Context: an optimization exercise on an open-source flow, tuned for small area and a short achievable clock period. The choices shown serve that exercise and are no tape-out recipe. At most, simulation tests tie the RTL to the original design; equivalence was not proved. Only the layout flow was run in runs 2 and 3; the RTL was not checked for function there.

==> flow/design.v (outline; a module is shown in full before it is edited, if it fits) <==
// module full_adder: 10 lines
// module final_adder: 244 lines
// module fp32_unpacker: 20 lines
// module fp32_aligner: 18 lines
// module wallace_tree_8_inputs: 507 lines
// module fp32_normalizer_rounder: 471 lines
// module fp32_packer: 14 lines
// module fp32_adder_tree_8_inputs: 841 lines
module fp32_adder_tree_8_inputs (
    input wire clk,
    input wire rst_n,
    input wire [127:0] dvr_fp32addtree8to1_s0,
    input wire [127:0] dvr_fp32addtree8to1_s1,
    input wire [2:0] cru_fp32addtree8to1,
    output wire [127:0] dr_fp32addtree8to1_d
);
  // ...
==> flow/flow/run.sh <==
#!/bin/bash
# Layout flow: ORFS, with two changes to its synthesis script and a setup
# margin for timing repair.
#  - synthesis: Yosys's generic synth step runs without its quick ABC pass, so
#    the full adders written in the RTL reach extract_fa as written (no
#    inverters around them); the final ABC mapping uses flow/abc.script.
#  - layout: standard steps; repair_timing aims at SETUP_SLACK_MARGIN; the
#    port buffers are the platform's smallest buffer.
# Each tool's output goes to ORFS's own logs (orfs/logs/...); make's output to flow.log.
set -euo pipefail
HERE=$(pwd)
FL=$HERE/flow
source $FL/params.sh
sed -e 's#^source \$::env(SCRIPTS_DIR)/synth_preamble.tcl#&\nset abc_args [lreplace $abc_args 1 1 '"$FL"'/abc.script]#' \
    -e 's#synth -top \$::env(DESIGN_NAME) -run fine: {\*}\$synth_full_args#& -noabc#' \
    $FLOW_HOME/scripts/synth.tcl > $HERE/my_synth.tcl
grep -q -- '-noabc' $HERE/my_synth.tcl
grep -q 'abc.script\]' $HERE/my_synth.tcl
sed -e "s#source \$::env(SCRIPTS_DIR)/synth.tcl#source $HERE/my_synth.tcl#" synth_recipe.tcl > my_synth_recipe.tcl
grep -q my_synth.tcl my_synth_recipe.tcl
sed -e "s#SYNTH_SCRIPT=[^ ]*#SYNTH_SCRIPT=$HERE/my_synth_recipe.tcl#" standard.sh > my_standard.sh
grep -q my_synth_recipe.tcl my_standard.sh
export SETUP_SLACK_MARGIN=$MARGIN
# every port still gets a buffer, the smallest one
export BUFFER_PORTS_ARGS="${PORTBUF:--buffer_cell sky130_fd_sc_hd__buf_1}"
bash my_standard.sh finish > flow.log 2>&1
==> flow/flow/abc.script <==
strash
dch
map -B 0.9
mfs
strash
dch
map -B 0.9
topo
stime -c
buffer -c
upsize -c
dnsize -c
==> flow/flow/params.sh <==
MARGIN=36
==> flow/flow/recover.tcl <==
# Sourced by ORFS after global routing (POST_GLOBAL_ROUTE_TCL), with the
# global-route parasitics estimated.
# Area recovery: try each upsized cell at smaller drive strengths and keep the
# change if the worst setup slack does not get worse, the cell's own worst slack
# stays at least REC_GUARD ns above it, and no slew/capacitance check fails.
proc rec_wns {} { return [expr {[sta::worst_slack_cmd max] * 1e9}] }
proc rec_inst_slack {iname} {
  set s 1e30
  foreach p [get_pins -of_objects [get_cells $iname]] {
    set v [get_property $p slack_max]
    if {$v ne "" && $v < $s} { set s $v }
  }
  return $s
}
set guard [expr {[info exists ::env(REC_GUARD)] ? $::env(REC_GUARD) : 1.0}]
set db [ord::get_db]
set block [ord::get_db_block]
set wns0 [rec_wns]
set viol0 [expr {[sta::max_slew_violation_count] + [sta::max_capacitance_violation_count]}]
puts "recover: start WNS $wns0 viol $viol0 guard $guard"
set masters {}
foreach lib [$db getLibs] { foreach m [$lib getMasters] { lappend masters [$m getName] } }
set tried 0; set changed 0
foreach inst [$block getInsts] {
  set mname [[$inst getMaster] getName]
  if {![regexp {^sky130_fd_sc_hd__(.+)_(\d+)$} $mname -> base drv]} continue
  if {$drv <= 1} continue
  if {[regexp {^(df|sdf|edf|dl|clk|tap|fill|decap|conb|lpflow|probe)} $base]} continue
  set iname [$inst getName]
  if {[rec_inst_slack $iname] < $wns0 + $guard} continue
  set cands {}
  foreach d {0 1 2 4 6 8 12 16} {
    if {$d >= $drv} break
    set c "sky130_fd_sc_hd__${base}_$d"
    if {[lsearch -exact $masters $c] >= 0} { lappend cands $c }
  }
  foreach c $cands {
    incr tried
    replace_cell $iname $c
    set w [rec_wns]
    set v [expr {[sta::max_slew_violation_count] + [sta::max_capacitance_violation_count]}]
    if {$w >= $wns0 - 1e-6 && $v <= $viol0 && [rec_inst_slack $iname] >= $wns0 + $guard} { incr changed; break }
    replace_cell $iname $mname
  }
}
puts "recover: tried $tried changed $changed WNS [rec_wns]"
==> flow/standard.sh <==
#!/bin/bash
# synth_recipe.tcl (not shown) runs the flow's synth.tcl, then flattens the netlist and writes it again
# the make line also repeats each setting of config.mk as NAME=value (left out here)
make -C /OpenROAD-flow-scripts/flow DESIGN_CONFIG=/design/flow/config.mk WORK_HOME=/design/flow/orfs CLKGATE_MAP_FILE= SYNTH_SCRIPT=/design/flow/synth_recipe.tcl "${@:-finish}"
==> flow/config.mk <==
export PLATFORM = sky130hd
export DESIGN_NAME = fp32_adder_tree_8_inputs
export DESIGN_NICKNAME = fp32_adder_tree_8_inputs
export VERILOG_FILES = /design/flow/design.v
export SDC_FILE = /design/flow/constraint.sdc
export NUM_CORES = 8
export LEC_CHECK = 0
export ABC_AREA = 1
export CAP_MARGIN = 20
export CORE_MARGIN = 2
export CORE_UTILIZATION = 40
export SLEW_MARGIN = 20
==> flow/constraint.sdc <==
create_clock -name core_clock -period 64.0 [get_ports {clk}]
set_input_delay 12.8000 -clock core_clock [delete_from_list [all_inputs] [get_ports {clk}]]
set_output_delay 12.8000 -clock core_clock [all_outputs]
set_load 0.01 [all_outputs]
==> impl_metrics.env, run 1 <==
export IMPL_outcome="complete, no violations"
export IMPL_dieArea_mm2=0.0795
export IMPL_clock_sinks=35
export IMPL_antenna_found_initial=9
export IMPL_nFillCells=8294
export IMPL_ys_seq_area_frac=0.0283
export IMPL_netlist_area_leader_share=0.168
export IMPL_n_antenna_cell=2
export IMPL_crit_buf_inv=10
export IMPL_cp_slowest_stage_delay_ns=0.68
export IMPL_crit_fanout=30
export IMPL_drt_total_wl_um=132000
export IMPL_reg_largest_list="sum_qn: 32 flops, seg_q: 2 flops, valid_q: 1 flops"
export IMPL_overflow=0
export IMPL_clk_pin_slew_ns=0.05
export IMPL_rows=101
export IMPL_final_cell_count_no_fill=6490
export IMPL_yosysTopAreaCell="nand2_1"
export IMPL_cts_root_buf="clkbuf_16"
export IMPL_synth_area_leaders="nand2_1 17%, fa_1 15%, o21ai_0 12%"
export IMPL_synth_top_family_by_area="simple AND/OR/NAND/NOR gates"
export IMPL_endpoint_kind="flop"
export IMPL_timing_fmax_mhz=36.8
export IMPL_multi_input_gates=4427
export IMPL_yosysWarningCount=1
export IMPL_drc=0
export IMPL_gr_max_usage_layer="met2"
export IMPL_layout_drive_gt1_share=0.0793
export IMPL_nets=6083
==> module fp32_adder_tree_8_inputs, before the edit <==
module fp32_adder_tree_8_inputs (
    input wire clk,
    input wire rst_n,
    input wire [127:0] dvr_fp32addtree8to1_s0,
    input wire [127:0] dvr_fp32addtree8to1_s1,
    input wire [2:0] cru_fp32addtree8to1,
    output wire [127:0] dr_fp32addtree8to1_d
);
    genvar i;
    wire [7:0] sgn, hid, inf, nan;
    wire [7:0] ex [0:7];
    wire [22:0] man [0:7];
    generate
        for (i = 0; i < 8; i = i + 1) begin : unpack_gen
            fp32_unpacker u (
                .fp_in({dvr_fp32addtree8to1_s1[16*i +: 16], dvr_fp32addtree8to1_s0[16*i +: 16]}),
                .sign(sgn[i]), .exponent(ex[i]), .hidden(hid[i]), .mantissa(man[i]),
                .is_inf(inf[i]), .is_nan(nan[i]));
        end
    endgenerate
    wire pinf = |(inf & ~sgn);
    wire ninf = |(inf & sgn);
    wire res_nan = (|nan) | (pinf & ninf);
    wire res_inf = pinf | ninf;
    wire all_neg = &sgn;
    wire [7:0] x0 = ex[0];
    wire [7:0] x1 = ex[1];
    wire [7:0] x2 = ex[2];
    wire [7:0] x3 = ex[3];
    wire [7:0] x4 = ex[4];
    wire [7:0] x5 = ex[5];
    wire [7:0] x6 = ex[6];
    wire [7:0] x7 = ex[7];
    wire mx_1 = x0[0] & ~x1[0];
    wire mx_2 = x0[1] & ~x1[1];
    wire mx_3 = x0[2] & ~x1[2];
    wire mx_4 = x0[3] & ~x1[3];
    wire mx_5 = x0[4] & ~x1[4];
    wire mx_6 = x0[5] & ~x1[5];
    wire mx_7 = x0[6] & ~x1[6];
    wire mx_8 = x0[7] & ~x1[7];
    wire mx_9 = x0[0] | ~x1[0];
    wire mx_10 = x0[1] | ~x1[1];
    wire mx_11 = x0[2] | ~x1[2];
    wire mx_12 = x0[3] | ~x1[3];
    wire mx_13 = x0[4] | ~x1[4];
    wire mx_14 = x0[5] | ~x1[5];
    wire mx_15 = x0[6] | ~x1[6];
    wire mx_16 = x0[7] | ~x1[7];
    wire mx_17 = mx_1 | (mx_9 & 1'b1);
    wire mx_18 = mx_2 | (mx_10 & mx_17);
    wire mx_19 = mx_10 & mx_9;
    wire mx_20 = mx_3 | (mx_11 & mx_2);
    wire mx_21 = mx_11 & mx_10;
    wire mx_22 = mx_4 | (mx_12 & mx_3);
    wire mx_23 = mx_12 & mx_11;
    wire mx_24 = mx_5 | (mx_13 & mx_4);
    wire mx_25 = mx_13 & mx_12;
    wire mx_26 = mx_6 | (mx_14 & mx_5);
    wire mx_27 = mx_14 & mx_13;
    wire mx_28 = mx_7 | (mx_15 & mx_6);
    wire mx_29 = mx_15 & mx_14;
    wire mx_30 = mx_8 | (mx_16 & mx_7);
    wire mx_31 = mx_16 & mx_15;
    wire mx_32 = mx_20 | (mx_21 & mx_17);
    wire mx_33 = mx_21 & mx_9;
    wire mx_34 = mx_22 | (mx_23 & mx_18);
    wire mx_35 = mx_23 & mx_19;
    wire mx_36 = mx_24 | (mx_25 & mx_20);
    wire mx_37 = mx_25 & mx_21;
    wire mx_38 = mx_26 | (mx_27 & mx_22);
    wire mx_39 = mx_27 & mx_23;
    wire mx_40 = mx_28 | (mx_29 & mx_24);
    wire mx_41 = mx_29 & mx_25;
    wire mx_42 = mx_30 | (mx_31 & mx_26);
    wire mx_43 = mx_31 & mx_27;
    wire mx_44 = mx_36 | (mx_37 & mx_17);
    wire mx_45 = mx_37 & mx_9;
    wire mx_46 = mx_38 | (mx_39 & mx_18);
    wire mx_47 = mx_39 & mx_19;
    wire mx_48 = mx_40 | (mx_41 & mx_32);
    wire mx_49 = mx_41 & mx_33;
    wire mx_50 = mx_42 | (mx_43 & mx_34);
    wire mx_51 = mx_43 & mx_35;
    wire [7:0] mx0_0 = mx_50 ? x0 : x1;
    wire mx_52 = x2[0] & ~x3[0];
    wire mx_53 = x2[1] & ~x3[1];
    wire mx_54 = x2[2] & ~x3[2];
    wire mx_55 = x2[3] & ~x3[3];
    wire mx_56 = x2[4] & ~x3[4];
    wire mx_57 = x2[5] & ~x3[5];
    wire mx_58 = x2[6] & ~x3[6];
    wire mx_59 = x2[7] & ~x3[7];
    wire mx_60 = x2[0] | ~x3[0];
    wire mx_61 = x2[1] | ~x3[1];
    wire mx_62 = x2[2] | ~x3[2];
    wire mx_63 = x2[3] | ~x3[3];
    wire mx_64 = x2[4] | ~x3[4];
    wire mx_65 = x2[5] | ~x3[5];
    wire mx_66 = x2[6] | ~x3[6];
    wire mx_67 = x2[7] | ~x3[7];
    wire mx_68 = mx_52 | (mx_60 & 1'b1);
    wire mx_69 = mx_53 | (mx_61 & mx_68);
    wire mx_70 = mx_61 & mx_60;
    wire mx_71 = mx_54 | (mx_62 & mx_53);
    wire mx_72 = mx_62 & mx_61;
    wire mx_73 = mx_55 | (mx_63 & mx_54);
    wire mx_74 = mx_63 & mx_62;
    wire mx_75 = mx_56 | (mx_64 & mx_55);
    wire mx_76 = mx_64 & mx_63;
    wire mx_77 = mx_57 | (mx_65 & mx_56);
    wire mx_78 = mx_65 & mx_64;
    wire mx_79 = mx_58 | (mx_66 & mx_57);
    wire mx_80 = mx_66 & mx_65;
    wire mx_81 = mx_59 | (mx_67 & mx_58);
    wire mx_82 = mx_67 & mx_66;
    wire mx_83 = mx_71 | (mx_72 & mx_68);
    wire mx_84 = mx_72 & mx_60;
    wire mx_85 = mx_73 | (mx_74 & mx_69);
    wire mx_86 = mx_74 & mx_70;
    wire mx_87 = mx_75 | (mx_76 & mx_71);
    wire mx_88 = mx_76 & mx_72;
    wire mx_89 = mx_77 | (mx_78 & mx_73);
    wire mx_90 = mx_78 & mx_74;
    wire mx_91 = mx_79 | (mx_80 & mx_75);
    wire mx_92 = mx_80 & mx_76;
    wire mx_93 = mx_81 | (mx_82 & mx_77);
    wire mx_94 = mx_82 & mx_78;
    wire mx_95 = mx_87 | (mx_88 & mx_68);
    wire mx_96 = mx_88 & mx_60;
    wire mx_97 = mx_89 | (mx_90 & mx_69);
    wire mx_98 = mx_90 & mx_70;
    wire mx_99 = mx_91 | (mx_92 & mx_83);
    wire mx_100 = mx_92 & mx_84;
    wire mx_101 = mx_93 | (mx_94 & mx_85);
    wire mx_102 = mx_94 & mx_86;
    wire [7:0] mx0_1 = mx_101 ? x2 : x3;
    wire mx_103 = x4[0] & ~x5[0];
    wire mx_104 = x4[1] & ~x5[1];
    wire mx_105 = x4[2] & ~x5[2];
    wire mx_106 = x4[3] & ~x5[3];
    wire mx_107 = x4[4] & ~x5[4];
    wire mx_108 = x4[5] & ~x5[5];
    wire mx_109 = x4[6] & ~x5[6];
    wire mx_110 = x4[7] & ~x5[7];
    wire mx_111 = x4[0] | ~x5[0];
    wire mx_112 = x4[1] | ~x5[1];
    wire mx_113 = x4[2] | ~x5[2];
    wire mx_114 = x4[3] | ~x5[3];
    wire mx_115 = x4[4] | ~x5[4];
    wire mx_116 = x4[5] | ~x5[5];
    wire mx_117 = x4[6] | ~x5[6];
    wire mx_118 = x4[7] | ~x5[7];
    wire mx_119 = mx_103 | (mx_111 & 1'b1);
    wire mx_120 = mx_104 | (mx_112 & mx_119);
    wire mx_121 = mx_112 & mx_111;
    wire mx_122 = mx_105 | (mx_113 & mx_104);
    wire mx_123 = mx_113 & mx_112;
    wire mx_124 = mx_106 | (mx_114 & mx_105);
    wire mx_125 = mx_114 & mx_113;
    wire mx_126 = mx_107 | (mx_115 & mx_106);
    wire mx_127 = mx_115 & mx_114;
    wire mx_128 = mx_108 | (mx_116 & mx_107);
    wire mx_129 = mx_116 & mx_115;
    wire mx_130 = mx_109 | (mx_117 & mx_108);
    wire mx_131 = mx_117 & mx_116;
    wire mx_132 = mx_110 | (mx_118 & mx_109);
    wire mx_133 = mx_118 & mx_117;
    wire mx_134 = mx_122 | (mx_123 & mx_119);
    wire mx_135 = mx_123 & mx_111;
    wire mx_136 = mx_124 | (mx_125 & mx_120);
    wire mx_137 = mx_125 & mx_121;
    wire mx_138 = mx_126 | (mx_127 & mx_122);
    wire mx_139 = mx_127 & mx_123;
    wire mx_140 = mx_128 | (mx_129 & mx_124);
    wire mx_141 = mx_129 & mx_125;
    wire mx_142 = mx_130 | (mx_131 & mx_126);
    wire mx_143 = mx_131 & mx_127;
    wire mx_144 = mx_132 | (mx_133 & mx_128);
    wire mx_145 = mx_133 & mx_129;
    wire mx_146 = mx_138 | (mx_139 & mx_119);
    wire mx_147 = mx_139 & mx_111;
    wire mx_148 = mx_140 | (mx_141 & mx_120);
    wire mx_149 = mx_141 & mx_121;
    wire mx_150 = mx_142 | (mx_143 & mx_134);
    wire mx_151 = mx_143 & mx_135;
    wire mx_152 = mx_144 | (mx_145 & mx_136);
    wire mx_153 = mx_145 & mx_137;
    wire [7:0] mx0_2 = mx_152 ? x4 : x5;
    wire mx_154 = x6[0] & ~x7[0];
    wire mx_155 = x6[1] & ~x7[1];
    wire mx_156 = x6[2] & ~x7[2];
    wire mx_157 = x6[3] & ~x7[3];
    wire mx_158 = x6[4] & ~x7[4];
    wire mx_159 = x6[5] & ~x7[5];
    wire mx_160 = x6[6] & ~x7[6];
    wire mx_161 = x6[7] & ~x7[7];
    wire mx_162 = x6[0] | ~x7[0];
    wire mx_163 = x6[1] | ~x7[1];
    wire mx_164 = x6[2] | ~x7[2];
    wire mx_165 = x6[3] | ~x7[3];
    wire mx_166 = x6[4] | ~x7[4];
    wire mx_167 = x6[5] | ~x7[5];
    wire mx_168 = x6[6] | ~x7[6];
    wire mx_169 = x6[7] | ~x7[7];
    wire mx_170 = mx_154 | (mx_162 & 1'b1);
    wire mx_171 = mx_155 | (mx_163 & mx_170);
    wire mx_172 = mx_163 & mx_162;
    wire mx_173 = mx_156 | (mx_164 & mx_155);
    wire mx_174 = mx_164 & mx_163;
    wire mx_175 = mx_157 | (mx_165 & mx_156);
    wire mx_176 = mx_165 & mx_164;
    wire mx_177 = mx_158 | (mx_166 & mx_157);
    wire mx_178 = mx_166 & mx_165;
    wire mx_179 = mx_159 | (mx_167 & mx_158);
    wire mx_180 = mx_167 & mx_166;
    wire mx_181 = mx_160 | (mx_168 & mx_159);
    wire mx_182 = mx_168 & mx_167;
    wire mx_183 = mx_161 | (mx_169 & mx_160);
    wire mx_184 = mx_169 & mx_168;
    wire mx_185 = mx_173 | (mx_174 & mx_170);
    wire mx_186 = mx_174 & mx_162;
    wire mx_187 = mx_175 | (mx_176 & mx_171);
    wire mx_188 = mx_176 & mx_172;
    wire mx_189 = mx_177 | (mx_178 & mx_173);
    wire mx_190 = mx_178 & mx_174;
    wire mx_191 = mx_179 | (mx_180 & mx_175);
    wire mx_192 = mx_180 & mx_176;
    wire mx_193 = mx_181 | (mx_182 & mx_177);
    wire mx_194 = mx_182 & mx_178;
    wire mx_195 = mx_183 | (mx_184 & mx_179);
    wire mx_196 = mx_184 & mx_180;
    wire mx_197 = mx_189 | (mx_190 & mx_170);
    wire mx_198 = mx_190 & mx_162;
    wire mx_199 = mx_191 | (mx_192 & mx_171);
    wire mx_200 = mx_192 & mx_172;
    wire mx_201 = mx_193 | (mx_194 & mx_185);
    wire mx_202 = mx_194 & mx_186;
    wire mx_203 = mx_195 | (mx_196 & mx_187);
    wire mx_204 = mx_196 & mx_188;
    wire [7:0] mx0_3 = mx_203 ? x6 : x7;
    wire mx_205 = mx0_0[0] & ~mx0_1[0];
    wire mx_206 = mx0_0[1] & ~mx0_1[1];
    wire mx_207 = mx0_0[2] & ~mx0_1[2];
    wire mx_208 = mx0_0[3] & ~mx0_1[3];
    wire mx_209 = mx0_0[4] & ~mx0_1[4];
    wire mx_210 = mx0_0[5] & ~mx0_1[5];
    wire mx_211 = mx0_0[6] & ~mx0_1[6];
    wire mx_212 = mx0_0[7] & ~mx0_1[7];
    wire mx_213 = mx0_0[0] | ~mx0_1[0];
    wire mx_214 = mx0_0[1] | ~mx0_1[1];
    wire mx_215 = mx0_0[2] | ~mx0_1[2];
    wire mx_216 = mx0_0[3] | ~mx0_1[3];
    wire mx_217 = mx0_0[4] | ~mx0_1[4];
    wire mx_218 = mx0_0[5] | ~mx0_1[5];
    wire mx_219 = mx0_0[6] | ~mx0_1[6];
    wire mx_220 = mx0_0[7] | ~mx0_1[7];
    wire mx_221 = mx_205 | (mx_213 & 1'b1);
    wire mx_222 = mx_206 | (mx_214 & mx_221);
    wire mx_223 = mx_214 & mx_213;
    wire mx_224 = mx_207 | (mx_215 & mx_206);
    wire mx_225 = mx_215 & mx_214;
    wire mx_226 = mx_208 | (mx_216 & mx_207);
    wire mx_227 = mx_216 & mx_215;
    wire mx_228 = mx_209 | (mx_217 & mx_208);
    wire mx_229 = mx_217 & mx_216;
    wire mx_230 = mx_210 | (mx_218 & mx_209);
    wire mx_231 = mx_218 & mx_217;
    wire mx_232 = mx_211 | (mx_219 & mx_210);
    wire mx_233 = mx_219 & mx_218;
    wire mx_234 = mx_212 | (mx_220 & mx_211);
    wire mx_235 = mx_220 & mx_219;
    wire mx_236 = mx_224 | (mx_225 & mx_221);
    wire mx_237 = mx_225 & mx_213;
    wire mx_238 = mx_226 | (mx_227 & mx_222);
    wire mx_239 = mx_227 & mx_223;
    wire mx_240 = mx_228 | (mx_229 & mx_224);
    wire mx_241 = mx_229 & mx_225;
    wire mx_242 = mx_230 | (mx_231 & mx_226);
    wire mx_243 = mx_231 & mx_227;
    wire mx_244 = mx_232 | (mx_233 & mx_228);
    wire mx_245 = mx_233 & mx_229;
    wire mx_246 = mx_234 | (mx_235 & mx_230);
    wire mx_247 = mx_235 & mx_231;
    wire mx_248 = mx_240 | (mx_241 & mx_221);
    wire mx_249 = mx_241 & mx_213;
    wire mx_250 = mx_242 | (mx_243 & mx_222);
    wire mx_251 = mx_243 & mx_223;
    wire mx_252 = mx_244 | (mx_245 & mx_236);
    wire mx_253 = mx_245 & mx_237;
    wire mx_254 = mx_246 | (mx_247 & mx_238);
    wire mx_255 = mx_247 & mx_239;
    wire [7:0] mx1_0 = mx_254 ? mx0_0 : mx0_1;
    wire mx_256 = mx0_2[0] & ~mx0_3[0];
    wire mx_257 = mx0_2[1] & ~mx0_3[1];
    wire mx_258 = mx0_2[2] & ~mx0_3[2];
    wire mx_259 = mx0_2[3] & ~mx0_3[3];
    wire mx_260 = mx0_2[4] & ~mx0_3[4];
    wire mx_261 = mx0_2[5] & ~mx0_3[5];
    wire mx_262 = mx0_2[6] & ~mx0_3[6];
    wire mx_263 = mx0_2[7] & ~mx0_3[7];
    wire mx_264 = mx0_2[0] | ~mx0_3[0];
    wire mx_265 = mx0_2[1] | ~mx0_3[1];
    wire mx_266 = mx0_2[2] | ~mx0_3[2];
    wire mx_267 = mx0_2[3] | ~mx0_3[3];
    wire mx_268 = mx0_2[4] | ~mx0_3[4];
    wire mx_269 = mx0_2[5] | ~mx0_3[5];
    wire mx_270 = mx0_2[6] | ~mx0_3[6];
    wire mx_271 = mx0_2[7] | ~mx0_3[7];
    wire mx_272 = mx_256 | (mx_264 & 1'b1);
    wire mx_273 = mx_257 | (mx_265 & mx_272);
    wire mx_274 = mx_265 & mx_264;
    wire mx_275 = mx_258 | (mx_266 & mx_257);
    wire mx_276 = mx_266 & mx_265;
    wire mx_277 = mx_259 | (mx_267 & mx_258);
    wire mx_278 = mx_267 & mx_266;
    wire mx_279 = mx_260 | (mx_268 & mx_259);
    wire mx_280 = mx_268 & mx_267;
    wire mx_281 = mx_261 | (mx_269 & mx_260);
    wire mx_282 = mx_269 & mx_268;
    wire mx_283 = mx_262 | (mx_270 & mx_261);
    wire mx_284 = mx_270 & mx_269;
    wire mx_285 = mx_263 | (mx_271 & mx_262);
    wire mx_286 = mx_271 & mx_270;
    wire mx_287 = mx_275 | (mx_276 & mx_272);
    wire mx_288 = mx_276 & mx_264;
    wire mx_289 = mx_277 | (mx_278 & mx_273);
    wire mx_290 = mx_278 & mx_274;
    wire mx_291 = mx_279 | (mx_280 & mx_275);
    wire mx_292 = mx_280 & mx_276;
    wire mx_293 = mx_281 | (mx_282 & mx_277);
    wire mx_294 = mx_282 & mx_278;
    wire mx_295 = mx_283 | (mx_284 & mx_279);
    wire mx_296 = mx_284 & mx_280;
    wire mx_297 = mx_285 | (mx_286 & mx_281);
    wire mx_298 = mx_286 & mx_282;
    wire mx_299 = mx_291 | (mx_292 & mx_272);
    wire mx_300 = mx_292 & mx_264;
    wire mx_301 = mx_293 | (mx_294 & mx_273);
    wire mx_302 = mx_294 & mx_274;
    wire mx_303 = mx_295 | (mx_296 & mx_287);
    wire mx_304 = mx_296 & mx_288;
    wire mx_305 = mx_297 | (mx_298 & mx_289);
    wire mx_306 = mx_298 & mx_290;
    wire [7:0] mx1_1 = mx_305 ? mx0_2 : mx0_3;
    wire mx_307 = mx1_0[0] & ~mx1_1[0];
    wire mx_308 = mx1_0[1] & ~mx1_1[1];
    wire mx_309 = mx1_0[2] & ~mx1_1[2];
    wire mx_310 = mx1_0[3] & ~mx1_1[3];
    wire mx_311 = mx1_0[4] & ~mx1_1[4];
    wire mx_312 = mx1_0[5] & ~mx1_1[5];
    wire mx_313 = mx1_0[6] & ~mx1_1[6];
    wire mx_314 = mx1_0[7] & ~mx1_1[7];
    wire mx_315 = mx1_0[0] | ~mx1_1[0];
    wire mx_316 = mx1_0[1] | ~mx1_1[1];
    wire mx_317 = mx1_0[2] | ~mx1_1[2];
    wire mx_318 = mx1_0[3] | ~mx1_1[3];
    wire mx_319 = mx1_0[4] | ~mx1_1[4];
    wire mx_320 = mx1_0[5] | ~mx1_1[5];
    wire mx_321 = mx1_0[6] | ~mx1_1[6];
    wire mx_322 = mx1_0[7] | ~mx1_1[7];
    wire mx_323 = mx_307 | (mx_315 & 1'b1);
    wire mx_324 = mx_308 | (mx_316 & mx_323);
    wire mx_325 = mx_316 & mx_315;
    wire mx_326 = mx_309 | (mx_317 & mx_308);
    wire mx_327 = mx_317 & mx_316;
    wire mx_328 = mx_310 | (mx_318 & mx_309);
    wire mx_329 = mx_318 & mx_317;
    wire mx_330 = mx_311 | (mx_319 & mx_310);
    wire mx_331 = mx_319 & mx_318;
    wire mx_332 = mx_312 | (mx_320 & mx_311);
    wire mx_333 = mx_320 & mx_319;
    wire mx_334 = mx_313 | (mx_321 & mx_312);
    wire mx_335 = mx_321 & mx_320;
    wire mx_336 = mx_314 | (mx_322 & mx_313);
    wire mx_337 = mx_322 & mx_321;
    wire mx_338 = mx_326 | (mx_327 & mx_323);
    wire mx_339 = mx_327 & mx_315;
    wire mx_340 = mx_328 | (mx_329 & mx_324);
    wire mx_341 = mx_329 & mx_325;
    wire mx_342 = mx_330 | (mx_331 & mx_326);
    wire mx_343 = mx_331 & mx_327;
    wire mx_344 = mx_332 | (mx_333 & mx_328);
    wire mx_345 = mx_333 & mx_329;
    wire mx_346 = mx_334 | (mx_335 & mx_330);
    wire mx_347 = mx_335 & mx_331;
    wire mx_348 = mx_336 | (mx_337 & mx_332);
    wire mx_349 = mx_337 & mx_333;
    wire mx_350 = mx_342 | (mx_343 & mx_323);
    wire mx_351 = mx_343 & mx_315;
    wire mx_352 = mx_344 | (mx_345 & mx_324);
    wire mx_353 = mx_345 & mx_325;
    wire mx_354 = mx_346 | (mx_347 & mx_338);
    wire mx_355 = mx_347 & mx_339;
    wire mx_356 = mx_348 | (mx_349 & mx_340);
    wire mx_357 = mx_349 & mx_341;
    wire [7:0] mx2_0 = mx_356 ? mx1_0 : mx1_1;
    wire [7:0] emax = mx2_0;
    wire [7:0] dif [0:7];
    wire [7:0] nx0 = ~ex[0];
    wire [7:0] d0;
    wire df_1 = emax[0] & nx0[0];
    wire df_2 = emax[1] & nx0[1];
    wire df_3 = emax[2] & nx0[2];
    wire df_4 = emax[3] & nx0[3];
    wire df_5 = emax[4] & nx0[4];
    wire df_6 = emax[5] & nx0[5];
    wire df_7 = emax[6] & nx0[6];
    wire df_8 = emax[7] & nx0[7];
    wire df_9 = emax[0] ^ nx0[0];
    wire df_10 = emax[1] ^ nx0[1];
    wire df_11 = emax[2] ^ nx0[2];
    wire df_12 = emax[3] ^ nx0[3];
    wire df_13 = emax[4] ^ nx0[4];
    wire df_14 = emax[5] ^ nx0[5];
    wire df_15 = emax[6] ^ nx0[6];
    wire df_16 = emax[7] ^ nx0[7];
    wire df_17 = df_1 | (df_9 & 1'b1);
    wire df_18 = df_2 | (df_10 & df_17);
    wire df_19 = df_10 & df_9;
    wire df_20 = df_4 | (df_12 & df_3);
    wire df_21 = df_12 & df_11;
    wire df_22 = df_6 | (df_14 & df_5);
    wire df_23 = df_14 & df_13;
    wire df_24 = df_8 | (df_16 & df_7);
    wire df_25 = df_16 & df_15;
    wire df_26 = df_20 | (df_21 & df_18);
    wire df_27 = df_21 & df_19;
    wire df_28 = df_24 | (df_25 & df_22);
    wire df_29 = df_25 & df_23;
    wire df_30 = df_28 | (df_29 & df_26);
    wire df_31 = df_29 & df_27;
    wire df_32 = df_22 | (df_23 & df_26);
    wire df_33 = df_23 & df_27;
    wire df_34 = df_3 | (df_11 & df_18);
    wire df_35 = df_11 & df_19;
    wire df_36 = df_5 | (df_13 & df_26);
    wire df_37 = df_13 & df_27;
    wire df_38 = df_7 | (df_15 & df_32);
    wire df_39 = df_15 & df_33;
    assign d0[0] = df_9 ^ 1'b1;
    assign d0[1] = df_10 ^ df_17;
    assign d0[2] = df_11 ^ df_18;
    assign d0[3] = df_12 ^ df_34;
    assign d0[4] = df_13 ^ df_26;
    assign d0[5] = df_14 ^ df_36;
    assign d0[6] = df_15 ^ df_32;
    assign d0[7] = df_16 ^ df_38;
    assign dif[0] = d0;
    wire [7:0] nx1 = ~ex[1];
    wire [7:0] d1;
    wire df_40 = emax[0] & nx1[0];
    wire df_41 = emax[1] & nx1[1];
    wire df_42 = emax[2] & nx1[2];
    wire df_43 = emax[3] & nx1[3];
    wire df_44 = emax[4] & nx1[4];
    wire df_45 = emax[5] & nx1[5];
    wire df_46 = emax[6] & nx1[6];
    wire df_47 = emax[7] & nx1[7];
    wire df_48 = emax[0] ^ nx1[0];
    wire df_49 = emax[1] ^ nx1[1];
    wire df_50 = emax[2] ^ nx1[2];
    wire df_51 = emax[3] ^ nx1[3];
    wire df_52 = emax[4] ^ nx1[4];
    wire df_53 = emax[5] ^ nx1[5];
    wire df_54 = emax[6] ^ nx1[6];
    wire df_55 = emax[7] ^ nx1[7];
    wire df_56 = df_40 | (df_48 & 1'b1);
    wire df_57 = df_41 | (df_49 & df_56);
    wire df_58 = df_49 & df_48;
    wire df_59 = df_43 | (df_51 & df_42);
    wire df_60 = df_51 & df_50;
    wire df_61 = df_45 | (df_53 & df_44);
    wire df_62 = df_53 & df_52;
    wire df_63 = df_47 | (df_55 & df_46);
    wire df_64 = df_55 & df_54;
    wire df_65 = df_59 | (df_60 & df_57);
    wire df_66 = df_60 & df_58;
    wire df_67 = df_63 | (df_64 & df_61);
    wire df_68 = df_64 & df_62;
    wire df_69 = df_67 | (df_68 & df_65);
    wire df_70 = df_68 & df_66;
    wire df_71 = df_61 | (df_62 & df_65);
    wire df_72 = df_62 & df_66;
    wire df_73 = df_42 | (df_50 & df_57);
    wire df_74 = df_50 & df_58;
    wire df_75 = df_44 | (df_52 & df_65);
    wire df_76 = df_52 & df_66;
    wire df_77 = df_46 | (df_54 & df_71);
    wire df_78 = df_54 & df_72;
    assign d1[0] = df_48 ^ 1'b1;
    assign d1[1] = df_49 ^ df_56;
    assign d1[2] = df_50 ^ df_57;
    assign d1[3] = df_51 ^ df_73;
    assign d1[4] = df_52 ^ df_65;
    assign d1[5] = df_53 ^ df_75;
    assign d1[6] = df_54 ^ df_71;
    assign d1[7] = df_55 ^ df_77;
    assign dif[1] = d1;
    wire [7:0] nx2 = ~ex[2];
    wire [7:0] d2;
    wire df_79 = emax[0] & nx2[0];
    wire df_80 = emax[1] & nx2[1];
    wire df_81 = emax[2] & nx2[2];
    wire df_82 = emax[3] & nx2[3];
    wire df_83 = emax[4] & nx2[4];
    wire df_84 = emax[5] & nx2[5];
    wire df_85 = emax[6] & nx2[6];
    wire df_86 = emax[7] & nx2[7];
    wire df_87 = emax[0] ^ nx2[0];
    wire df_88 = emax[1] ^ nx2[1];
    wire df_89 = emax[2] ^ nx2[2];
    wire df_90 = emax[3] ^ nx2[3];
    wire df_91 = emax[4] ^ nx2[4];
    wire df_92 = emax[5] ^ nx2[5];
    wire df_93 = emax[6] ^ nx2[6];
    wire df_94 = emax[7] ^ nx2[7];
    wire df_95 = df_79 | (df_87 & 1'b1);
    wire df_96 = df_80 | (df_88 & df_95);
    wire df_97 = df_88 & df_87;
    wire df_98 = df_82 | (df_90 & df_81);
    wire df_99 = df_90 & df_89;
    wire df_100 = df_84 | (df_92 & df_83);
    wire df_101 = df_92 & df_91;
    wire df_102 = df_86 | (df_94 & df_85);
    wire df_103 = df_94 & df_93;
    wire df_104 = df_98 | (df_99 & df_96);
    wire df_105 = df_99 & df_97;
    wire df_106 = df_102 | (df_103 & df_100);
    wire df_107 = df_103 & df_101;
    wire df_108 = df_106 | (df_107 & df_104);
    wire df_109 = df_107 & df_105;
    wire df_110 = df_100 | (df_101 & df_104);
    wire df_111 = df_101 & df_105;
    wire df_112 = df_81 | (df_89 & df_96);
    wire df_113 = df_89 & df_97;
    wire df_114 = df_83 | (df_91 & df_104);
    wire df_115 = df_91 & df_105;
    wire df_116 = df_85 | (df_93 & df_110);
    wire df_117 = df_93 & df_111;
    assign d2[0] = df_87 ^ 1'b1;
    assign d2[1] = df_88 ^ df_95;
    assign d2[2] = df_89 ^ df_96;
    assign d2[3] = df_90 ^ df_112;
    assign d2[4] = df_91 ^ df_104;
    assign d2[5] = df_92 ^ df_114;
    assign d2[6] = df_93 ^ df_110;
    assign d2[7] = df_94 ^ df_116;
    assign dif[2] = d2;
    wire [7:0] nx3 = ~ex[3];
    wire [7:0] d3;
    wire df_118 = emax[0] & nx3[0];
    wire df_119 = emax[1] & nx3[1];
    wire df_120 = emax[2] & nx3[2];
    wire df_121 = emax[3] & nx3[3];
    wire df_122 = emax[4] & nx3[4];
    wire df_123 = emax[5] & nx3[5];
    wire df_124 = emax[6] & nx3[6];
    wire df_125 = emax[7] & nx3[7];
    wire df_126 = emax[0] ^ nx3[0];
    wire df_127 = emax[1] ^ nx3[1];
    wire df_128 = emax[2] ^ nx3[2];
    wire df_129 = emax[3] ^ nx3[3];
    wire df_130 = emax[4] ^ nx3[4];
    wire df_131 = emax[5] ^ nx3[5];
    wire df_132 = emax[6] ^ nx3[6];
    wire df_133 = emax[7] ^ nx3[7];
    wire df_134 = df_118 | (df_126 & 1'b1);
    wire df_135 = df_119 | (df_127 & df_134);
    wire df_136 = df_127 & df_126;
    wire df_137 = df_121 | (df_129 & df_120);
    wire df_138 = df_129 & df_128;
    wire df_139 = df_123 | (df_131 & df_122);
    wire df_140 = df_131 & df_130;
    wire df_141 = df_125 | (df_133 & df_124);
    wire df_142 = df_133 & df_132;
    wire df_143 = df_137 | (df_138 & df_135);
    wire df_144 = df_138 & df_136;
    wire df_145 = df_141 | (df_142 & df_139);
    wire df_146 = df_142 & df_140;
    wire df_147 = df_145 | (df_146 & df_143);
    wire df_148 = df_146 & df_144;
    wire df_149 = df_139 | (df_140 & df_143);
    wire df_150 = df_140 & df_144;
    wire df_151 = df_120 | (df_128 & df_135);
    wire df_152 = df_128 & df_136;
    wire df_153 = df_122 | (df_130 & df_143);
    wire df_154 = df_130 & df_144;
    wire df_155 = df_124 | (df_132 & df_149);
    wire df_156 = df_132 & df_150;
    assign d3[0] = df_126 ^ 1'b1;
    assign d3[1] = df_127 ^ df_134;
    assign d3[2] = df_128 ^ df_135;
    assign d3[3] = df_129 ^ df_151;
    assign d3[4] = df_130 ^ df_143;
    assign d3[5] = df_131 ^ df_153;
    assign d3[6] = df_132 ^ df_149;
    assign d3[7] = df_133 ^ df_155;
    assign dif[3] = d3;
    wire [7:0] nx4 = ~ex[4];
    wire [7:0] d4;
    wire df_157 = emax[0] & nx4[0];
    wire df_158 = emax[1] & nx4[1];
    wire df_159 = emax[2] & nx4[2];
    wire df_160 = emax[3] & nx4[3];
    wire df_161 = emax[4] & nx4[4];
    wire df_162 = emax[5] & nx4[5];
    wire df_163 = emax[6] & nx4[6];
    wire df_164 = emax[7] & nx4[7];
    wire df_165 = emax[0] ^ nx4[0];
    wire df_166 = emax[1] ^ nx4[1];
    wire df_167 = emax[2] ^ nx4[2];
    wire df_168 = emax[3] ^ nx4[3];
    wire df_169 = emax[4] ^ nx4[4];
    wire df_170 = emax[5] ^ nx4[5];
    wire df_171 = emax[6] ^ nx4[6];
    wire df_172 = emax[7] ^ nx4[7];
    wire df_173 = df_157 | (df_165 & 1'b1);
    wire df_174 = df_158 | (df_166 & df_173);
    wire df_175 = df_166 & df_165;
    wire df_176 = df_160 | (df_168 & df_159);
    wire df_177 = df_168 & df_167;
    wire df_178 = df_162 | (df_170 & df_161);
    wire df_179 = df_170 & df_169;
    wire df_180 = df_164 | (df_172 & df_163);
    wire df_181 = df_172 & df_171;
    wire df_182 = df_176 | (df_177 & df_174);
    wire df_183 = df_177 & df_175;
    wire df_184 = df_180 | (df_181 & df_178);
    wire df_185 = df_181 & df_179;
    wire df_186 = df_184 | (df_185 & df_182);
    wire df_187 = df_185 & df_183;
    wire df_188 = df_178 | (df_179 & df_182);
    wire df_189 = df_179 & df_183;
    wire df_190 = df_159 | (df_167 & df_174);
    wire df_191 = df_167 & df_175;
    wire df_192 = df_161 | (df_169 & df_182);
    wire df_193 = df_169 & df_183;
    wire df_194 = df_163 | (df_171 & df_188);
    wire df_195 = df_171 & df_189;
    assign d4[0] = df_165 ^ 1'b1;
    assign d4[1] = df_166 ^ df_173;
    assign d4[2] = df_167 ^ df_174;
    assign d4[3] = df_168 ^ df_190;
    assign d4[4] = df_169 ^ df_182;
    assign d4[5] = df_170 ^ df_192;
    assign d4[6] = df_171 ^ df_188;
    assign d4[7] = df_172 ^ df_194;
    assign dif[4] = d4;
    wire [7:0] nx5 = ~ex[5];
    wire [7:0] d5;
    wire df_196 = emax[0] & nx5[0];
    wire df_197 = emax[1] & nx5[1];
    wire df_198 = emax[2] & nx5[2];
    wire df_199 = emax[3] & nx5[3];
    wire df_200 = emax[4] & nx5[4];
    wire df_201 = emax[5] & nx5[5];
    wire df_202 = emax[6] & nx5[6];
    wire df_203 = emax[7] & nx5[7];
    wire df_204 = emax[0] ^ nx5[0];
    wire df_205 = emax[1] ^ nx5[1];
    wire df_206 = emax[2] ^ nx5[2];
    wire df_207 = emax[3] ^ nx5[3];
    wire df_208 = emax[4] ^ nx5[4];
    wire df_209 = emax[5] ^ nx5[5];
    wire df_210 = emax[6] ^ nx5[6];
    wire df_211 = emax[7] ^ nx5[7];
    wire df_212 = df_196 | (df_204 & 1'b1);
    wire df_213 = df_197 | (df_205 & df_212);
    wire df_214 = df_205 & df_204;
    wire df_215 = df_199 | (df_207 & df_198);
    wire df_216 = df_207 & df_206;
    wire df_217 = df_201 | (df_209 & df_200);
    wire df_218 = df_209 & df_208;
    wire df_219 = df_203 | (df_211 & df_202);
    wire df_220 = df_211 & df_210;
    wire df_221 = df_215 | (df_216 & df_213);
    wire df_222 = df_216 & df_214;
    wire df_223 = df_219 | (df_220 & df_217);
    wire df_224 = df_220 & df_218;
    wire df_225 = df_223 | (df_224 & df_221);
    wire df_226 = df_224 & df_222;
    wire df_227 = df_217 | (df_218 & df_221);
    wire df_228 = df_218 & df_222;
    wire df_229 = df_198 | (df_206 & df_213);
    wire df_230 = df_206 & df_214;
    wire df_231 = df_200 | (df_208 & df_221);
    wire df_232 = df_208 & df_222;
    wire df_233 = df_202 | (df_210 & df_227);
    wire df_234 = df_210 & df_228;
    assign d5[0] = df_204 ^ 1'b1;
    assign d5[1] = df_205 ^ df_212;
    assign d5[2] = df_206 ^ df_213;
    assign d5[3] = df_207 ^ df_229;
    assign d5[4] = df_208 ^ df_221;
    assign d5[5] = df_209 ^ df_231;
    assign d5[6] = df_210 ^ df_227;
    assign d5[7] = df_211 ^ df_233;
    assign dif[5] = d5;
    wire [7:0] nx6 = ~ex[6];
    wire [7:0] d6;
    wire df_235 = emax[0] & nx6[0];
    wire df_236 = emax[1] & nx6[1];
    wire df_237 = emax[2] & nx6[2];
    wire df_238 = emax[3] & nx6[3];
    wire df_239 = emax[4] & nx6[4];
    wire df_240 = emax[5] & nx6[5];
    wire df_241 = emax[6] & nx6[6];
    wire df_242 = emax[7] & nx6[7];
    wire df_243 = emax[0] ^ nx6[0];
    wire df_244 = emax[1] ^ nx6[1];
    wire df_245 = emax[2] ^ nx6[2];
    wire df_246 = emax[3] ^ nx6[3];
    wire df_247 = emax[4] ^ nx6[4];
    wire df_248 = emax[5] ^ nx6[5];
    wire df_249 = emax[6] ^ nx6[6];
    wire df_250 = emax[7] ^ nx6[7];
    wire df_251 = df_235 | (df_243 & 1'b1);
    wire df_252 = df_236 | (df_244 & df_251);
    wire df_253 = df_244 & df_243;
    wire df_254 = df_238 | (df_246 & df_237);
    wire df_255 = df_246 & df_245;
    wire df_256 = df_240 | (df_248 & df_239);
    wire df_257 = df_248 & df_247;
    wire df_258 = df_242 | (df_250 & df_241);
    wire df_259 = df_250 & df_249;
    wire df_260 = df_254 | (df_255 & df_252);
    wire df_261 = df_255 & df_253;
    wire df_262 = df_258 | (df_259 & df_256);
    wire df_263 = df_259 & df_257;
    wire df_264 = df_262 | (df_263 & df_260);
    wire df_265 = df_263 & df_261;
    wire df_266 = df_256 | (df_257 & df_260);
    wire df_267 = df_257 & df_261;
    wire df_268 = df_237 | (df_245 & df_252);
    wire df_269 = df_245 & df_253;
    wire df_270 = df_239 | (df_247 & df_260);
    wire df_271 = df_247 & df_261;
    wire df_272 = df_241 | (df_249 & df_266);
    wire df_273 = df_249 & df_267;
    assign d6[0] = df_243 ^ 1'b1;
    assign d6[1] = df_244 ^ df_251;
    assign d6[2] = df_245 ^ df_252;
    assign d6[3] = df_246 ^ df_268;
    assign d6[4] = df_247 ^ df_260;
    assign d6[5] = df_248 ^ df_270;
    assign d6[6] = df_249 ^ df_266;
    assign d6[7] = df_250 ^ df_272;
    assign dif[6] = d6;
    wire [7:0] nx7 = ~ex[7];
    wire [7:0] d7;
    wire df_274 = emax[0] & nx7[0];
    wire df_275 = emax[1] & nx7[1];
    wire df_276 = emax[2] & nx7[2];
    wire df_277 = emax[3] & nx7[3];
    wire df_278 = emax[4] & nx7[4];
    wire df_279 = emax[5] & nx7[5];
    wire df_280 = emax[6] & nx7[6];
    wire df_281 = emax[7] & nx7[7];
    wire df_282 = emax[0] ^ nx7[0];
    wire df_283 = emax[1] ^ nx7[1];
    wire df_284 = emax[2] ^ nx7[2];
    wire df_285 = emax[3] ^ nx7[3];
    wire df_286 = emax[4] ^ nx7[4];
    wire df_287 = emax[5] ^ nx7[5];
    wire df_288 = emax[6] ^ nx7[6];
    wire df_289 = emax[7] ^ nx7[7];
    wire df_290 = df_274 | (df_282 & 1'b1);
    wire df_291 = df_275 | (df_283 & df_290);
    wire df_292 = df_283 & df_282;
    wire df_293 = df_277 | (df_285 & df_276);
    wire df_294 = df_285 & df_284;
    wire df_295 = df_279 | (df_287 & df_278);
    wire df_296 = df_287 & df_286;
    wire df_297 = df_281 | (df_289 & df_280);
    wire df_298 = df_289 & df_288;
    wire df_299 = df_293 | (df_294 & df_291);
    wire df_300 = df_294 & df_292;
    wire df_301 = df_297 | (df_298 & df_295);
    wire df_302 = df_298 & df_296;
    wire df_303 = df_301 | (df_302 & df_299);
    wire df_304 = df_302 & df_300;
    wire df_305 = df_295 | (df_296 & df_299);
    wire df_306 = df_296 & df_300;
    wire df_307 = df_276 | (df_284 & df_291);
    wire df_308 = df_284 & df_292;
    wire df_309 = df_278 | (df_286 & df_299);
    wire df_310 = df_286 & df_300;
    wire df_311 = df_280 | (df_288 & df_305);
    wire df_312 = df_288 & df_306;
    assign d7[0] = df_282 ^ 1'b1;
    assign d7[1] = df_283 ^ df_290;
    assign d7[2] = df_284 ^ df_291;
    assign d7[3] = df_285 ^ df_307;
    assign d7[4] = df_286 ^ df_299;
    assign d7[5] = df_287 ^ df_309;
    assign d7[6] = df_288 ^ df_305;
    assign d7[7] = df_289 ^ df_311;
    assign dif[7] = d7;
    wire [255:0] aligned;
    generate
        for (i = 0; i < 8; i = i + 1) begin : align_gen
            fp32_aligner a (
                .sign(sgn[i]), .hidden(hid[i]), .mantissa(man[i]),
                .diff(dif[i]),
                .aligned(aligned[32*i +: 32]));
        end
    endgenerate
    wire [35:0] row_a, row_b, sum;
    wallace_tree_8_inputs tree (.data_in(aligned), .sgn(sgn), .row_a(row_a), .row_b(row_b));
    final_adder cpa (.a(row_a), .b(row_b), .sum(sum));
    wire neg = sum[35];
    wire [34:0] mag = sum[34:0] ^ {35{neg}};
    wire zero = ~|mag;
    wire sign = zero ? all_neg : neg;
    wire [30:0] res;
    wire overflow;
    fp32_normalizer_rounder nr (.mag(mag), .exp_in(emax), .res(res), .overflow(overflow));
    wire [31:0] fp_sum_result;
    fp32_packer pk (.res_nan(res_nan), .res_inf(res_inf), .inf_sign(ninf),
                    .overflow(overflow), .sign(sign), .res(res), .fp_out(fp_sum_result));
    reg [31:0] sum_qn;
    reg        valid_q;
    reg [1:0]  seg_q;
    always @(posedge clk or negedge rst_n) begin
        if (!rst_n) begin
            sum_qn  <= 32'b0;
            valid_q <= 1'b0;
            seg_q   <= 2'b0;
        end else begin
            sum_qn  <= ~fp_sum_result;
            valid_q <= cru_fp32addtree8to1[2];
            seg_q   <= cru_fp32addtree8to1[1:0];
        end
    end
    assign dr_fp32addtree8to1_d = {
        {32{valid_q & (seg_q == 2'b11)}} & ~sum_qn,
        {32{valid_q & (seg_q == 2'b10)}} & ~sum_qn,
        {32{valid_q & (seg_q == 2'b01)}} & ~sum_qn,
        {32{valid_q & (seg_q == 2'b00)}} & ~sum_qn};
endmodule
==> run 2, diff against run 1 <==
--- a/flow/design.v
+++ b/flow/design.v
@@ -2094,32 +2094,47 @@
     wallace_tree_8_inputs tree (.data_in(aligned), .sgn(sgn), .row_a(row_a), .row_b(row_b));
     final_adder cpa (.a(row_a), .b(row_b), .sum(sum));
-    wire neg = sum[35];
-    wire [34:0] mag = sum[34:0] ^ {35{neg}};
-    wire zero = ~|mag;
-    wire sign = zero ? all_neg : neg;
-    wire [30:0] res;
-    wire overflow;
-    fp32_normalizer_rounder nr (.mag(mag), .exp_in(emax), .res(res), .overflow(overflow));
-    wire [31:0] fp_sum_result;
-    fp32_packer pk (.res_nan(res_nan), .res_inf(res_inf), .inf_sign(ninf),
-                    .overflow(overflow), .sign(sign), .res(res), .fp_out(fp_sum_result));
-    reg [31:0] sum_qn;
-    reg        valid_q;
-    reg [1:0]  seg_q;
+    reg [35:0] sum_q;
+    reg [7:0] emax_q;
+    reg nan_q;
+    reg inf_q;
+    reg ninf_q;
+    reg allneg_q;
+    reg valid_q;
+    reg [1:0] seg_q;
     always @(posedge clk or negedge rst_n) begin
         if (!rst_n) begin
-            sum_qn  <= 32'b0;
-            valid_q <= 1'b0;
-            seg_q   <= 2'b0;
+            sum_q <= 0;
+            emax_q <= 0;
+            nan_q <= 0;
+            inf_q <= 0;
+            ninf_q <= 0;
+            allneg_q <= 0;
+            valid_q <= 0;
+            seg_q <= 0;
         end else begin
-            sum_qn  <= ~fp_sum_result;
+            sum_q <= sum;
+            emax_q <= emax;
+            nan_q <= res_nan;
+            inf_q <= res_inf;
+            ninf_q <= ninf;
+            allneg_q <= all_neg;
             valid_q <= cru_fp32addtree8to1[2];
-            seg_q   <= cru_fp32addtree8to1[1:0];
+            seg_q <= cru_fp32addtree8to1[1:0];
         end
     end
+    wire neg = sum_q[35];
+    wire [34:0] mag = sum_q[34:0] ^ {35{neg}};
+    wire zero = ~|mag;
+    wire sign = zero ? allneg_q : neg;
+    wire [30:0] res;
+    wire overflow;
+    fp32_normalizer_rounder nr (.mag(mag), .exp_in(emax_q), .res(res), .overflow(overflow));
+    wire [31:0] fp_sum_result;
+    fp32_packer pk (.res_nan(nan_q), .res_inf(inf_q), .inf_sign(ninf_q),
+                    .overflow(overflow), .sign(sign), .res(res), .fp_out(fp_sum_result));
     assign dr_fp32addtree8to1_d = {
-        {32{valid_q & (seg_q == 2'b11)}} & ~sum_qn,
-        {32{valid_q & (seg_q == 2'b10)}} & ~sum_qn,
-        {32{valid_q & (seg_q == 2'b01)}} & ~sum_qn,
-        {32{valid_q & (seg_q == 2'b00)}} & ~sum_qn};
+        {32{valid_q & (seg_q == 2'b11)}} & fp_sum_result,
+        {32{valid_q & (seg_q == 2'b10)}} & fp_sum_result,
+        {32{valid_q & (seg_q == 2'b01)}} & fp_sum_result,
+        {32{valid_q & (seg_q == 2'b00)}} & fp_sum_result};
 endmodule
==> flow/flow/params.sh (replaced) <==
MARGIN=0

removed: flow/flow/recover.tcl
==> run 2 against run 1 <==
Against the previous run:
- the run now fails in synthesis (1_2_yosys)
==> impl_metrics.env, run 2 <==
export IMPL_yosysWarningCount=1
export IMPL_lastStage="synthesis (1_2_yosys)"
export IMPL_tool_error="ERROR: ABC failed with status 6"
export IMPL_outcome="stopped before the end"
==> run 3, diff against run 2 <==
==> flow/flow/params.sh (replaced) <==
MARGIN=39

==> run 3 against run 2 <==
Against the previous run:
- the flow again stops in synthesis (1_2_yosys)
==> impl_metrics.env, run 3 <==
export IMPL_yosysWarningCount=1
export IMPL_lastStage="synthesis (1_2_yosys)"
export IMPL_tool_error="ERROR: ABC failed with status 6"
export IMPL_outcome="stopped before the end"
==> run 4, diff against run 3 <==
--- a/flow/design.v
+++ b/flow/design.v
@@ -2093,6 +2093,6 @@
     wire [35:0] row_a, row_b, sum;
     wallace_tree_8_inputs tree (.data_in(aligned), .sgn(sgn), .row_a(row_a), .row_b(row_b));
-    final_adder cpa (.a(row_a), .b(row_b), .sum(sum));
-    reg [35:0] sum_q;
+    reg [35:0] row_a_q;
+    reg [35:0] row_b_q;
     reg [7:0] emax_q;
     reg nan_q;
@@ -2104,5 +2104,6 @@
     always @(posedge clk or negedge rst_n) begin
         if (!rst_n) begin
-            sum_q <= 0;
+            row_a_q <= 0;
+            row_b_q <= 0;
             emax_q <= 0;
             nan_q <= 0;
@@ -2113,5 +2114,6 @@
             seg_q <= 0;
         end else begin
-            sum_q <= sum;
+            row_a_q <= row_a;
+            row_b_q <= row_b;
             emax_q <= emax;
             nan_q <= res_nan;
@@ -2123,4 +2125,6 @@
         end
     end
+    wire [35:0] sum_q;
+    final_adder cpa (.a(row_a_q), .b(row_b_q), .sum(sum_q));
     wire neg = sum_q[35];
     wire [34:0] mag = sum_q[34:0] ^ {35{neg}};
==> flow/flow/params.sh (replaced) <==
MARGIN=43

==> run 4 against run 3 <==
Against the previous run:
- now clean on timing, DRC and antenna
==> impl_metrics.env, run 4 <==
export IMPL_dieHeight_um=291
export IMPL_grt_max_degree=72
export IMPL_synth_ff_type="dfrtp_1"
export IMPL_hold_viol_final=0
export IMPL_final_cell_mix="1604 x nand2_1, 534 x o21ai_0, 507 x inv_1, 409 x nand3_1, 388 x nor2_1"
export IMPL_layout_drive_gt1_share=0.162
export IMPL_vias=38900
export IMPL_worst_pin_slew_ns=1.18
export IMPL_nFillCells=8621
export IMPL_rows=105
export IMPL_place_inst=6740
export IMPL_outcome="complete, no violations"
export IMPL_reg_largest_list="row_a_q: 36 flops, row_b_q: 35 flops, emax_q: 8 flops"
export IMPL_numCtsBuffers=9
export IMPL_max_slew_margin_rel=0.211
export IMPL_crit_type="in2reg"
export IMPL_start_kind="input pin"
export IMPL_globalRouteMet3Util=0.0302
export IMPL_synth_common_cells="1658 x nand2_1, 655 x o21ai_0, 563 x inv_1"
export IMPL_place_congestion=1.02
export IMPL_ys_seq_area_frac=0.0652
export IMPL_grt_first_pass_wirelength_um=206000
export IMPL_async_flop_share=1.00
export IMPL_nets=6557
export IMPL_syn2layout_area_growth_pct=22.5
export IMPL_viasPerCell=5.54
export IMPL_critPathRequiredTime_ns=64.21
export IMPL_dp_hpwl_um=114000
export IMPL_avgRoutedWirePerCell_um=20.2
export IMPL_synth_area_leaders="nand2_1 19%, fa_1 14%, o21ai_0 9.9%"
export IMPL_dr_pass1_iters=6
export IMPL_cp_arrival_ns=21.22
export IMPL_worstHoldPathType="in2async"
export IMPL_cp_slowest_stage_delay_ns=0.72
export IMPL_tns_ns=0
export IMPL_path_delay_family="adder cells"
export IMPL_largest_register_ffs=36
export IMPL_yosysMostFrequentCell="nand2_1"
export IMPL_fin_ws_ns=43.00
export IMPL_cts_max_level=3
export IMPL_ioPinCount=389
export IMPL_fin_crit_sh=0.328
export IMPL_initial_core_util=0.403
export IMPL_top_register="row_a_q"
export IMPL_synth_cells=5496
export IMPL_clockBufferDepth=2
export IMPL_yosysWarningCount=1
export IMPL_final_util=0.493
export IMPL_antenna_found_initial=18
export IMPL_dieArea_mm2=0.0848
export IMPL_drt_total_wl_um=141000
export IMPL_timing_fmax_mhz=47.6
export IMPL_period_minus_slack_ns=21.00
export IMPL_drc=0
export IMPL_ant_nets=0
export IMPL_endpoint_kind="flop"
export IMPL_clock_sinks=86
export IMPL_clk_pin_slew_ns=0.09
export IMPL_synth_edf_count=0
export IMPL_grt_pass1_vias=35200
export IMPL_place_worst_setup_slack_ns=39.69
export IMPL_crit_buf_inv=6
export IMPL_overflow=0
export IMPL_final_cell_count_no_fill=7014
export IMPL_cts_root_buf="clkbuf_16"
export IMPL_postPlaceCellArea_mm2=0.0350
export IMPL_groute_usage_overall=0.311
export IMPL_netlist_area_leader_share=0.189
export IMPL_numPortBuffers=388
export IMPL_cap_violations=0
export IMPL_crit_fanout=8
export IMPL_finalInstanceArea_mm2=0.0404
export IMPL_first_iter_violations=3397
export IMPL_die_x_um=291
export IMPL_coreArea_mm2=0.0818
export IMPL_gr_max_usage_layer="met2"
export IMPL_slew_viol_final=0
export IMPL_yosysUniqueCellTypes=68
export IMPL_gr_usage_met1=0.399
export IMPL_cts_hold_buf=0
export IMPL_use_met2=0.524
export IMPL_syn_area_mm2=0.0330
export IMPL_yosysTopAreaCell="nand2_1"
export IMPL_synth_avg_cell_area_um2=6.00
export IMPL_cpMaxStageDelayCell="fa_2"
export IMPL_synth_seq_cells=86
export IMPL_synth_nets=6122
export IMPL_rsz0062_at_grt="true"
export IMPL_cts_tree="built"
export IMPL_crit_top_cell="fa_2"
export IMPL_layout_commonest_cell="nand2_1"
export IMPL_finalSetupViolCount=0
-- run 4: repair_timing --
action                     4_1_cts  5_1_grt
cloned                          18       29
gates resized for setup        321      582
pin swaps                       63      231
setup buffers                   93      110
setup endpoints to repair      192      192
-- run 4: layer usage --
metal	wire length, µm	share of wire	vias up
met4	8980	0.063	16
met1	57800	0.41	18200
met5	99	0.00070	-
met2	65300	0.46	1640
li1	-	-	18800
met3	9300	0.066	300
-- run 4: per-stage QoR --
step           hold WS [ns]
4_1_cts               12.30
3_3_place_gp          12.71
6_report              12.31
2_1_floorplan         12.50
3_5_place_dp          12.71
5_1_grt               12.32
-- run 4: how the worst max path moves through the flow --
stage                                     start     endpoint  slack, ns  depth (start not counted)
floorplan            dvr_fp32addtree8to1_s1[25]   row_a_q[1]      42.99                         45
global placement     dvr_fp32addtree8to1_s1[13]   row_a_q[1]      39.53                         40
detailed placement    dvr_fp32addtree8to1_s1[9]   row_a_q[1]      39.69                         41
CTS                  dvr_fp32addtree8to1_s1[30]  row_a_q[15]      42.97                         48
global route         dvr_fp32addtree8to1_s1[77]  row_a_q[15]      42.61                         42
finish              dvr_fp32addtree8to1_s1[124]  row_a_q[28]      43.00                         38
-- run 4: logic make-up (layout without fill, tap and decap cells) --
logic type / count (synthesis) / count (layout) / share of synthesized area
xor+xnor: 303 / 303 / 0.0807
other cells: 0 / 8 / 0
buf+inv: 858 / 1286 / 0.103
flops: 86 / 86 / 0.0652
compound gates: 933 / 935 / 0.155
mux: 87 / 87 / 0.0264
simple gates: 2863 / 2873 / 0.378
fa+ha+maj: 366 / 366 / 0.192
-- run 4: area by class of cell --
type | count | area (µm²) | share of cell area
Timing Repair inverter | 29 | 193 | 0.00477
Antenna cell | 8 | 20.0 | 0.000496
Sequential cell | 86 | 2150 | 0.0533
Timing Repair Buffer | 639 | 3800 | 0.0942
Inverter | 602 | 2420 | 0.0599
Clock inverter | 7 | 77.6 | 0.00192
Clock buffer | 9 | 225 | 0.00558
Tap cell | 1070 | 1340 | 0.0331
Multi-Input combinational cell | 4564 | 30200 | 0.747
==> run 5, diff against run 4 <==
==> flow/flow/params.sh (replaced) <==
MARGIN=42

==> run 5 against run 4 <==
Against the previous run:
- largest cell class unchanged
- routed wire length down 3.8%
- worst hold slack better by 0.11 ns
- design area down 10%
- via count down 3.8%
- still clean on timing, DRC and antenna
- sequential cell count unchanged
- fmax down 2.7%
- core utilization down 5.1 points
- cell count down 3.1%
- sequential share of layout area up 0.62 points
==> impl_metrics.env, run 5 <==
export IMPL_synth_xor_xnor_area_share=0.0807
export IMPL_groute_usage_overall=0.308
export IMPL_finalSetupViolCount=0
export IMPL_overflow=0
export IMPL_syn_area_mm2=0.0330
export IMPL_ioPinCount=389
export IMPL_dieHeight_um=291
export IMPL_gr_usage_met1=0.401
export IMPL_synth_common_cells="1658 x nand2_1, 655 x o21ai_0, 563 x inv_1"
export IMPL_slew_viol_final=0
export IMPL_yosysUniqueCellTypes=68
export IMPL_synth_compound_gate_area_share=0.155
export IMPL_ys_seq_area_frac=0.0652
export IMPL_layout_drive_gt1_share=0.0608
export IMPL_synth_area_leaders="nand2_1 19%, fa_1 14%, o21ai_0 9.9%"
export IMPL_cp_arrival_ns=21.83
export IMPL_yosysTopAreaCell="nand2_1"
export IMPL_die_x_um=291
export IMPL_crit_fanout=12
export IMPL_coreArea_mm2=0.0818
export IMPL_avgRoutedWirePerCell_um=20.0
export IMPL_synth_avg_cell_area_um2=6.00
export IMPL_numPortBuffers=388
export IMPL_timing_fmax_mhz=46.3
export IMPL_cp_slowest_stage_delay_ns=0.59
export IMPL_clockBufferDepth=2
export IMPL_yosysMostFrequentCell="nand2_1"
export IMPL_synth_top_family_by_area="simple AND/OR/NAND/NOR gates"
export IMPL_reg_largest_list="row_a_q: 36 flops, row_b_q: 35 flops, emax_q: 8 flops"
export IMPL_period_minus_slack_ns=21.59
export IMPL_layout_commonest_cell="nand2_1"
export IMPL_synthMuxAreaShare=0.0264
export IMPL_cts_root_buf="clkbuf_16"
export IMPL_drc=0
export IMPL_ant_nets=0
export IMPL_yosys_area_share_simple=0.378
export IMPL_use_met2=0.522
export IMPL_endpoint_kind="flop"
export IMPL_synth_ff_type="dfrtp_1"
export IMPL_grt_first_pass_wirelength_um=204000
export IMPL_final_cell_mix="1646 x nand2_1, 606 x o21ai_0, 551 x inv_1, 423 x nor2_1, 418 x nand3_1"
export IMPL_syn2layout_area_growth_pct=9.71
export IMPL_async_flop_share=1.00
export IMPL_dieArea_mm2=0.0848
export IMPL_clock_sinks=86
export IMPL_cpMaxStageDelayCell="ha_1"
export IMPL_viasPerCell=5.50
export IMPL_synth_nets=6122
export IMPL_synthAdderAreaFrac=0.192
export IMPL_grt_max_degree=54
export IMPL_tns_ns=0
export IMPL_place_congestion=0.989
export IMPL_clk_pin_slew_ns=0.07
export IMPL_netlist_area_leader_share=0.189
export IMPL_vias=37400
export IMPL_top_register="row_a_q"
export IMPL_rows=105
export IMPL_synth_seq_cells=86
export IMPL_dr_pass1_iters=6
export IMPL_largest_register_ffs=36
export IMPL_final_util=0.442
export IMPL_numCtsBuffers=9
export IMPL_crit_top_cell="nand2_1"
export IMPL_worstHoldPathType="in2async"
export IMPL_drt_total_wl_um=136000
export IMPL_rsz0062_at_grt="false"
export IMPL_fin_crit_sh=0.337
export IMPL_synth_edf_count=0
export IMPL_cts_tree="built"
export IMPL_globalRouteMet3Util=0.0283
export IMPL_initial_core_util=0.403
export IMPL_yosysWarningCount=1
export IMPL_worst_pin_slew_ns=1.06
export IMPL_synth_cells=5496
export IMPL_antenna_found_initial=12
export IMPL_first_iter_violations=3104
export IMPL_dp_hpwl_um=115000
export IMPL_gr_max_usage_layer="met2"
export IMPL_max_slew_margin_rel=0.284
export IMPL_grt_pass1_vias=34500
export IMPL_nets=6349
export IMPL_crit_type="in2reg"
export IMPL_critPathRequiredTime_ns=64.24
export IMPL_outcome="complete, no violations"
export IMPL_cap_violations=0
export IMPL_cts_max_level=3
export IMPL_start_kind="input pin"
export IMPL_hold_viol_final=0
[run 5: final timing paths]
| path | startpoint | end | depth (start not counted) |
|---|---|---|---|
| max in group asynchronous | rst_n | row_a_q[34] | 2 |
| setup / recovery | dvr_fp32addtree8to1_s1[121] | row_a_q[18] | 41 |
| hold / removal | rst_n | valid_q | 1 |
| min in group core_clock | cru_fp32addtree8to1[2] | valid_q | 1 |
[run 5: cell type report]
cell class,instances,area [µm²]
sequential,86,2150
clock buffer,9,225
fill,9094,45700
tap,1070,1340
timing repair buffer,457,2020
clock inverter,7,75.1
inverter,602,2320
antenna,2,5.00
timing repair inverter,9,50.0
multi-input combinational,4558,28000
[run 5: timing repair]
action	4_1_cts	5_1_grt
setup endpoints to repair	68	188
gates cloned	0	16
gates resized for setup	75	109
buffers inserted	3	25
hold buffers	0	0
pin swaps	3	14
[run 5: routing by layer]
| metal | vias to the layer above | part of all wire | wire, µm |
|---|---|---|---|
| li1 | 18400 | - | - |
| met1 | 17400 | 0.42 | 57500 |
| met2 | 1412 | 0.47 | 63600 |
| met3 | 265 | 0.061 | 8370 |
| met4 | 16 | 0.049 | 6610 |
| met5 | - | 0.00080 | 109 |
[run 5: worst max-delay path: cells and delay by family]
family | cells | cell delay [ns]
xor+xnor | 1 | 0.28
simple gates | 21 | 3.45
buf+inv | 7 | 0.94
compound gates | 6 | 1.12
fa+ha+maj | 6 | 3.19
[run 5: metrics by stage]
stage          instance area, µm²  worst slack (ns)  hold slack (ns)  std cells
2_1_floorplan               33000             42.82            12.50       5496
3_3_place_gp                35000             40.06            12.84       6737
3_5_place_dp                35000             39.95            12.84       6737
4_1_cts                     35500             42.00            12.44       6756
5_1_grt                     36200             41.98            12.47       6798
6_report                    36200             42.41            12.43       6800
[run 5: cells by family after synthesis]
family / after synthesis
buffers and inverters: 858
AOI/OAI and AO/OA: 933
adders and majority gates: 366
xor gates and xnor gates: 303
DFF: 86
muxes: 87
and+or+nand+nor: 2863

static timing again, ports no longer ideal:
No port has a modelled driver above. Below, the same layouts with a new extraction and two added sets of constraints.
Step 1, drivers: a clkbuf_16 drives clk and a buf_2 each remaining input, both assumed.
Step 2 adds t to the input delays and takes it off the output delays; t is the mean of the earliest and latest rising clock arrival at the registers after step 1. Input paths then give back, and output paths get back, about the clock's delay inside the block.
a / b / c = ideal ports / drivers / drivers and shift; a / b = the first two.
| run | t, ns | slack for setup (ns) | worst setup path after step 2 | clock arrival spread, ns | worst slew at a driven data input, ns |
|---|---|---|---|---|---|
| run 1 | 0.314 | 36.854 / 36.806 / 36.492 | input to register | 0.005 / 0.006 | 0.15 |
| run 4 | 0.419 | 42.995 / 43.025 / 42.605 | input to register | 0.023 / 0.023 | 0.10 |
| run 5 | 0.422 | 42.414 / 42.406 / 41.984 | input to register | 0.017 / 0.018 | 0.11 |
After both steps every run listed still meets setup and hold. The setup slack of run 5, which loses most, moves by -0.008 ns with the drivers and by -0.430 ns with both steps.
